This design comes from an exercise in tuning for small area and a short achievable clock period on the open sky130 flow, not from production work.
No functional check of the RTL was part of this run.
Power figures rest on the tool's default switching activity, not on a simulated workload.

==> flow/config.mk <==
export PLATFORM = sky130hd
export DESIGN_NAME = rv32i_core
export DESIGN_NICKNAME = rv32i_core
export VERILOG_FILES = /design/flow/design.v
export SDC_FILE = /design/flow/constraint.sdc
export NUM_CORES = 4
export LEC_CHECK = 0
export CAP_MARGIN = 20
export CORE_MARGIN = 2
export CORE_UTILIZATION = 45
export SLEW_MARGIN = 20
==> flow/constraint.sdc <==
create_clock -name core_clock -period 9.0 [get_ports {clk}]
set_input_delay 1.8000 -clock core_clock [delete_from_list [all_inputs] [get_ports {clk}]]
set_output_delay 1.8000 -clock core_clock [all_outputs]
set_load 0.01 [all_outputs]
==> flow/design.v <==
`timescale 1ns / 1ps
module alu(
  input  wire [31:0] a,
  input  wire [31:0] b,
  input  wire [2:0]  funct3,
  input  wire        sub,
  output reg  [31:0] result,
  output wire        eq,
  output wire        lt,
  output wire        ltu
);
  wire [32:0] sum = {1'b0, a} + {1'b0, b ^ {32{sub}}} + {32'b0, sub};
  assign ltu = ~sum[32];
  assign lt  = ltu ^ a[31] ^ b[31];
  assign eq  = (a == b);
  wire [31:0] sll = a << b[4:0];
  wire [31:0] sr  = a >> b[4:0];
  always @(*) begin
    case (funct3)
      3'b000: result = sum[31:0];
      3'b001: result = sll;
      3'b010: result = {31'b0, lt};
      3'b011: result = {31'b0, ltu};
      3'b100: result = a ^ b;
      3'b101: result = sr;
      3'b110: result = a | b;
      default: result = a & b;
    endcase
  end
endmodule
`timescale 1ns/1ps
module reg_file (
  input  wire        clk,
  input  wire [4:0]  rs1,
  input  wire [4:0]  rs2,
  input  wire [4:0]  rd,
  input  wire        we,
  input  wire [31:0] wd,
  output reg  [31:0] rd1,
  output reg  [31:0] rd2
);
  wire [32*32-1:0] q;
  assign q[31:0] = 32'b0;
  genvar g;
  generate
    for (g = 1; g < 32; g = g + 1) begin : r
      reg [31:0] x;
      always @(posedge clk)
        if (we && rd == g)
          x <= wd;
      assign q[32*g +: 32] = x;
    end
  endgenerate
  integer k;
  always @(*) begin
    rd1 = 32'b0;
    rd2 = 32'b0;
    for (k = 1; k < 32; k = k + 1) begin
      rd1 = rd1 | (q[32*k +: 32] & {32{rs1 == k}});
      rd2 = rd2 | (q[32*k +: 32] & {32{rs2 == k}});
    end
  end
endmodule
`timescale 1ns / 1ps
module rv32i_core #(parameter XLEN=32, REG_COUNT=32)(
  input  wire        clk,
  input  wire        rst,
  input  wire [31:0] instr,
  input  wire [31:0] mem_rdata,
  output wire [31:0] pc,
  output wire [31:0] mem_addr,
  output wire [31:0] mem_wdata,
  output wire        mem_we
);
  localparam OP_IMM = 7'b0010011, OP   = 7'b0110011, LOAD  = 7'b0000011,
             STORE  = 7'b0100011, BRANCH = 7'b1100011, JAL = 7'b1101111,
             JALR   = 7'b1100111, AUIPC = 7'b0010111, LUI   = 7'b0110111;
  reg  [31:0] instr_reg;
  reg  [31:1] pc_q;        
  reg  [31:1] pc_reg;
  reg  [31:0] op_a, op_b;  
  reg         sub_q;
  reg  [31:0] mem_addr_reg, mem_wdata_reg;
  reg         mem_we_reg;
  assign pc        = {pc_q, 1'b0};
  assign mem_addr  = mem_addr_reg;
  assign mem_wdata = mem_wdata_reg;
  assign mem_we    = mem_we_reg;
  wire [6:0] opcode = instr_reg[6:0];
  wire [4:0] rd     = instr_reg[11:7];
  wire [2:0] funct3 = instr_reg[14:12];
  wire is_opimm  = opcode == OP_IMM;
  wire is_op     = opcode == OP;
  wire is_load   = opcode == LOAD;
  wire is_store  = opcode == STORE;
  wire is_branch = opcode == BRANCH;
  wire is_jal    = opcode == JAL;
  wire is_jalr   = opcode == JALR;
  wire is_auipc  = opcode == AUIPC;
  wire is_lui    = opcode == LUI;
  wire [31:0] imm_i = {{20{instr_reg[31]}}, instr_reg[31:20]};
  wire [31:0] imm_s = {{20{instr_reg[31]}}, instr_reg[31:25], instr_reg[11:7]};
  wire [31:0] imm_b = {{19{instr_reg[31]}}, instr_reg[31], instr_reg[7], instr_reg[30:25], instr_reg[11:8], 1'b0};
  wire [31:0] imm_u = {instr_reg[31:12], 12'b0};
  wire [31:0] imm_j = {{11{instr_reg[31]}}, instr_reg[31], instr_reg[19:12], instr_reg[20], instr_reg[30:21], 1'b0};
  wire [31:0] alu_result;
  wire        eq, lt, ltu;
  alu alu_inst (
    .a(op_a), .b(op_b), .funct3(funct3), .sub(sub_q),
    .result(alu_result), .eq(eq), .lt(lt), .ltu(ltu)
  );
  wire [31:1] pc_plus4 = {pc_reg[31:2] + 30'd1, pc_reg[1]};
  wire wb_en = is_opimm | is_op | is_load | is_jal | is_jalr | is_auipc | is_lui;
  wire we    = wb_en & (rd != 5'd0);
  wire [31:0] wd = is_load            ? mem_rdata :
                   (is_jal | is_jalr) ? {pc_plus4, 1'b0} :
                   (is_auipc | is_lui) ? imm_u :
                   alu_result;
  wire [4:0] rs1_n = instr[19:15];
  wire [4:0] rs2_n = instr[24:20];
  wire [31:0] rf_rd1, rf_rd2;
  reg_file regfile (
    .clk(clk), .rs1(rs1_n), .rs2(rs2_n), .rd(rd), .we(we), .wd(wd),
    .rd1(rf_rd1), .rd2(rf_rd2)
  );
  wire fwd1 = we & (rd == rs1_n);
  wire fwd2 = we & (rd == rs2_n);
  wire opimm_n = instr[6:0] == OP_IMM;
  always @(posedge clk) begin
    op_a <= fwd1 ? wd : rf_rd1;
    op_b <= opimm_n ? {{20{instr[31]}}, instr[31:20]} : fwd2 ? wd : rf_rd2;
  end
  wire sub_n   = instr[6:0] == BRANCH || instr[14:13] == 2'b01 ||
                 (instr[14:12] == 3'b000 && instr[6:0] == OP && instr[31:25] == 7'b0100000);
  reg cond;
  always @(*) begin
    case (funct3)
      3'b000:  cond = eq;
      3'b001:  cond = ~eq;
      3'b100:  cond = lt;
      3'b101:  cond = ~lt;
      3'b110:  cond = ltu;
      3'b111:  cond = ~ltu;
      default: cond = 1'b0;
    endcase
  end
  wire [31:0] base = (is_jalr | is_load | is_store) ? op_a : {pc_reg, 1'b0};
  wire [31:0] timm = is_jal ? imm_j : is_branch ? imm_b : is_store ? imm_s : imm_i;
  wire [31:0] tgt  = base + timm;
  wire redirect = is_jal | is_jalr | (is_branch & cond);
  wire [31:1] pc_next = redirect ? tgt[31:1] : pc_plus4;
  always @(posedge clk or posedge rst) begin
    if (rst) begin
      pc_q          <= 31'b0;
      pc_reg        <= 31'b0;
      instr_reg     <= 32'b0;
      sub_q         <= 1'b0;
      mem_addr_reg  <= 32'b0;
      mem_wdata_reg <= 32'b0;
      mem_we_reg    <= 1'b0;
    end else begin
      pc_reg    <= pc_q;
      instr_reg <= instr;
      sub_q     <= sub_n;
      pc_q      <= pc_next;
      mem_we_reg <= is_store;
      if (is_load | is_store)
        mem_addr_reg <= tgt;
      if (is_store)
        mem_wdata_reg <= op_b;
    end
  end
endmodule
==> flow/run.sh <==
#!/bin/bash
# synth_recipe.tcl (not shown) runs the flow's synth.tcl, then flattens the netlist and writes it again
# the make line also repeats each setting of config.mk as NAME=value (left out here)
make -C /OpenROAD-flow-scripts/flow DESIGN_CONFIG=/design/flow/config.mk WORK_HOME=/design/flow/orfs CLKGATE_MAP_FILE= SYNTH_SCRIPT=/design/flow/synth_recipe.tcl finish
==> results.yml <==
worst_setup_path:
  worst_setup_path_end_kind: "register"
  r2r-end: "pc_q[30]$_DFF_PP0_"
  path_max_fanout: 62
  reg2reg_depth: 15
  cp_data_arrival_time_ns: 6.40
  r2r_slack_ns: 3.23
  critical_path_required_ns: 9.63
  worst_setup_path_startpoint: "instr_reg[5]$_DFF_PP0_"
  timing_worst_setup_path_type: "reg2reg"
  crit_start_category: "register"
  reg2reg_from: "instr_reg[5]$_DFF_PP0_"
synthesis:
  avgSynthCellArea_um2: 12.86
  dominantRegCellSynth: "edfxtp_1"
  post_synth_num_cell_types: 100
  yosys-top-cells-area: "edfxtp_1 50%, dfrtp_1 6.8%, a22o_1 4.7%"
  synth_top_area_share_pct: 50.38
  ys_seq_elements: 1216
  syn_inst: 4596
  number_of_enable_type_register_cells_in_the_synthesized_netlist: 992
  syn_nets: 4792
  postSynth.asyncResetShare_pct: 13.16
  synth_sequential_area_ratio_pct: 59.32
  ys.warnings.count: 3
  synth_largest_area_cell: "edfxtp_1"
  syn_area_mm2: 0.05912
clock_network:
  tritoncts.num_buffers: 131
  cts.htree.levels: 4
  postCtsHoldBufs: 0
  clk-insertion-delay-late_ns: 0.83
  cts_tree: "yes"
  post_cts.repair.setup_buffers: 0
  clk_transition_reported_paths_ns: 0.06
  clock_sink_count: 1216
  clock_tree.root_cell: "clkbuf_16"
  ctsLongestPathBuffers: 3
  cts_resized: 0
layout:
  most-common-layout-cells: "992 x edfxtp_1, 316 x a22oi_1, 315 x a22o_1"
  layout-drive-gt1-share_pct: 14.54
  largest_register: "regfile.r.x"
  final_core_utilization_pct: 52.72
  layout.cells.most_common: "edfxtp_1"
  nNetsFinal: 4973
  max_ffs_per_register: 992
  fin_cells: 6636
  flow.area_growth_from_synthesis_pct: 15.90
timing:
  timing.slew.headroom_pct: 11.09
  grt_setup_unrepaired: "no"
  setup_viol: 0
  achievable-frequency_mhz: 173.4
  timing.final.hold_violations: 0
  slew_viol_final: 0
  totalNegativeSetupSlack_ns: 0
  timing_worst_slew_pin_value_ns: 1.334
  fin_skew_ns: 0.07654
  timing.final.crit_period_ns: 5.767
  period_share_pct: 64.08
worst_hold_path:
  worst_hold_path.num_cells: 0
  hold_path_end: "pc_reg[19]$_DFF_PP0_"
  worstHoldStart: "pc_q[19]$_DFF_PP0_"
  worst_hold_path_type: "reg2reg"
power_and_ir_drop:
  power_leakage_nw: 23.64
  power.density_cell_area_mw_per_mm2: 233.6
  irDropWorstVdd_mv: 0.1754
  power_w: 0.01600
placed_design:
  globalplace.congestion: 1.072
  numPlacedInstances: 6384
  dp_hpwl_um: 179900
  port_buffers: 161
drt:
  avgViaCountPerCell: 7.950
  postRouteAntennaNets: 0
  num_vias: 52760
  firstDrtPassIters: 20
  drc: 0
  wl_cell_um: 46.06
  detailed_route_iter0_violations: 12850
  detail_route.wirelength_um: 305600
run_status:
  outcome: "timing/DRC/antenna clean"
global_routing:
  grt_util_all_layers_pct: 44.05
  largest_net_degree_at_the_start_of_global_routing: 63
  via_count_of_the_first_global_routing_pass: 48910
  antenna_found_initial: 17
  overflow: 0
  wire_length_of_the_first_global_routing_pass_um: 407900
die:
  ios: 163
  dieArea_mm2: 0.1343
  dieWidth_um: 366.5
  fp-row-count: 132
  initial_utilization_pct: 45.49
  die_height_um: 366.5
  coreArea_mm2: 0.1300
flow_run:
  number_of_max_capacitance_violations_reported: 0
synth_stat cells, drive strengths merged, types with 12 or more instances:
cell / number
dfxtp: 64
nor2: 268
o21ai: 176
a222oi: 71
nor4: 25
a211oi: 14
buf: 84
or2: 15
mux2i: 54
nand2: 193
a22oi: 316
a22o: 315
mux4: 72
nor3: 70
xnor2: 45
o211ai: 23
clkbuf: 248
or3: 32
o21bai: 12
nand3: 105
a31oi: 20
mux2: 61
inv: 98
nand2b: 24
dfrtp: 160
a21o: 24
and2: 12
xor2: 68
ha: 128
and3: 12
edfxtp: 992
o21a: 13
a221oi: 313
nand4: 138
a21oi: 161
final cells by class:
type / count / area, um^2
repair buffers: 380 / 3342
diodes: 12 / 30.03
inverters: 98 / 372.9
multi-input cells: 2950 / 23160
clock buffers: 152 / 3417
clock inverters: 86 / 933.4
flip-flops and latches: 1216 / 35090
well taps: 1742 / 2180
fillers: 11020 / 61460
how the worst max path moves through the flow:
| stage | to | slack [ns] | cells after the start |
|---|---|---|---|
| 2_1_floorplan | instr_reg[0]$_DFF_PP0_ | 2.88 | 1 |
| 4_1_cts | pc_q[30]$_DFF_PP0_ | 3.34 | 15 |
| 3_3_place_gp | pc_q[30]$_DFF_PP0_ | 3.46 | 15 |
| 6_report | pc_q[30]$_DFF_PP0_ | 3.23 | 15 |
| 5_1_grt | pc_q[30]$_DFF_PP0_ | 2.87 | 15 |
| 3_5_place_dp | pc_q[30]$_DFF_PP0_ | 3.42 | 15 |
layer usage:
layer,up-vias,wire [um],GRT usage (%)
met4,28,31040,32.52
li1,19310,-,-
met1,25240,99890,52.20
met2,6153,121800,61.21
met5,-,374,1.104
met3,2026,52510,21.93
through the flow:
step                hold WS (ns)  instance area (um^2)  worst slack (ns)
finish                    0.3715                 68520             3.233
global route              0.3751                 68490             2.870
CTS                       0.3715                 68470             3.339
detailed placement        0.3582                 64120             3.420
global placement          0.3575                 64100             3.458
floorplan                 0.4160                 59120             2.880
where the power goes:
part | internal [W] | switching [W] | total, W
combinational | 0.00125 | 0.00227 | 0.00352
clock | 0.00302 | 0.00250 | 0.00552
sequential | 0.00660 | 0.000360 | 0.00696
total | 0.0109 | 0.00513 | 0.0160
worst max-delay path, stage by stage (launching register included):
cell and delay [ns]:
dfrtp_1 0.43, nand2b_1 0.21, or3_1 0.69, o21a_2 0.96, nor2_1 0.11, ha_1 0.28
fa_1 0.49, a211oi_1 0.42, o211ai_1 0.19, a21oi_1 0.36, nor3_1 0.13, o31ai_1 0.46
a21oi_1 0.22, mux2i_1 0.20, o2111ai_1 0.16, mux2_1 0.33
cells by family (layout without fill, tap and decap cells):
group / Yosys count / after routing / share of synthesized area [%]
other: 1 / 13 / 0.006343
AO/OA/AOI/OAI: 1576 / 1576 / 20.52
flip-flops: 1216 / 1216 / 59.32
AND/OR/NAND/NOR: 943 / 943 / 7.841
XOR/XNOR: 113 / 113 / 1.687
buffers and inverters: 430 / 716 / 2.914
adder cells (fa/ha/maj): 130 / 130 / 2.777
multiplexers: 187 / 187 / 4.929

## re-timing with driven ports
No port has a modelled driver above. Below, the same layout with a new extraction and two added sets of constraints.
Step 1, drivers: a clkbuf_16 drives clk and a buf_2 each remaining input, both assumed.
Step 2, shift: input delay + t, output delay - t, t = (earliest + latest rising clock arrival at the registers) / 2. This alone moves slack from input paths to output paths.
Slacks: ideal ports / drivers / drivers and shift; pairs: ideal ports / drivers.
shift t [ns]: 0.875
slack for setup (ns): 3.233 / 3.233 / 3.029
worst setup path after step 2: input to register
After both steps this run still meets setup and hold. For this run, drivers alone change the setup slack by 0.000 ns; drivers and shift together by -0.204 ns.
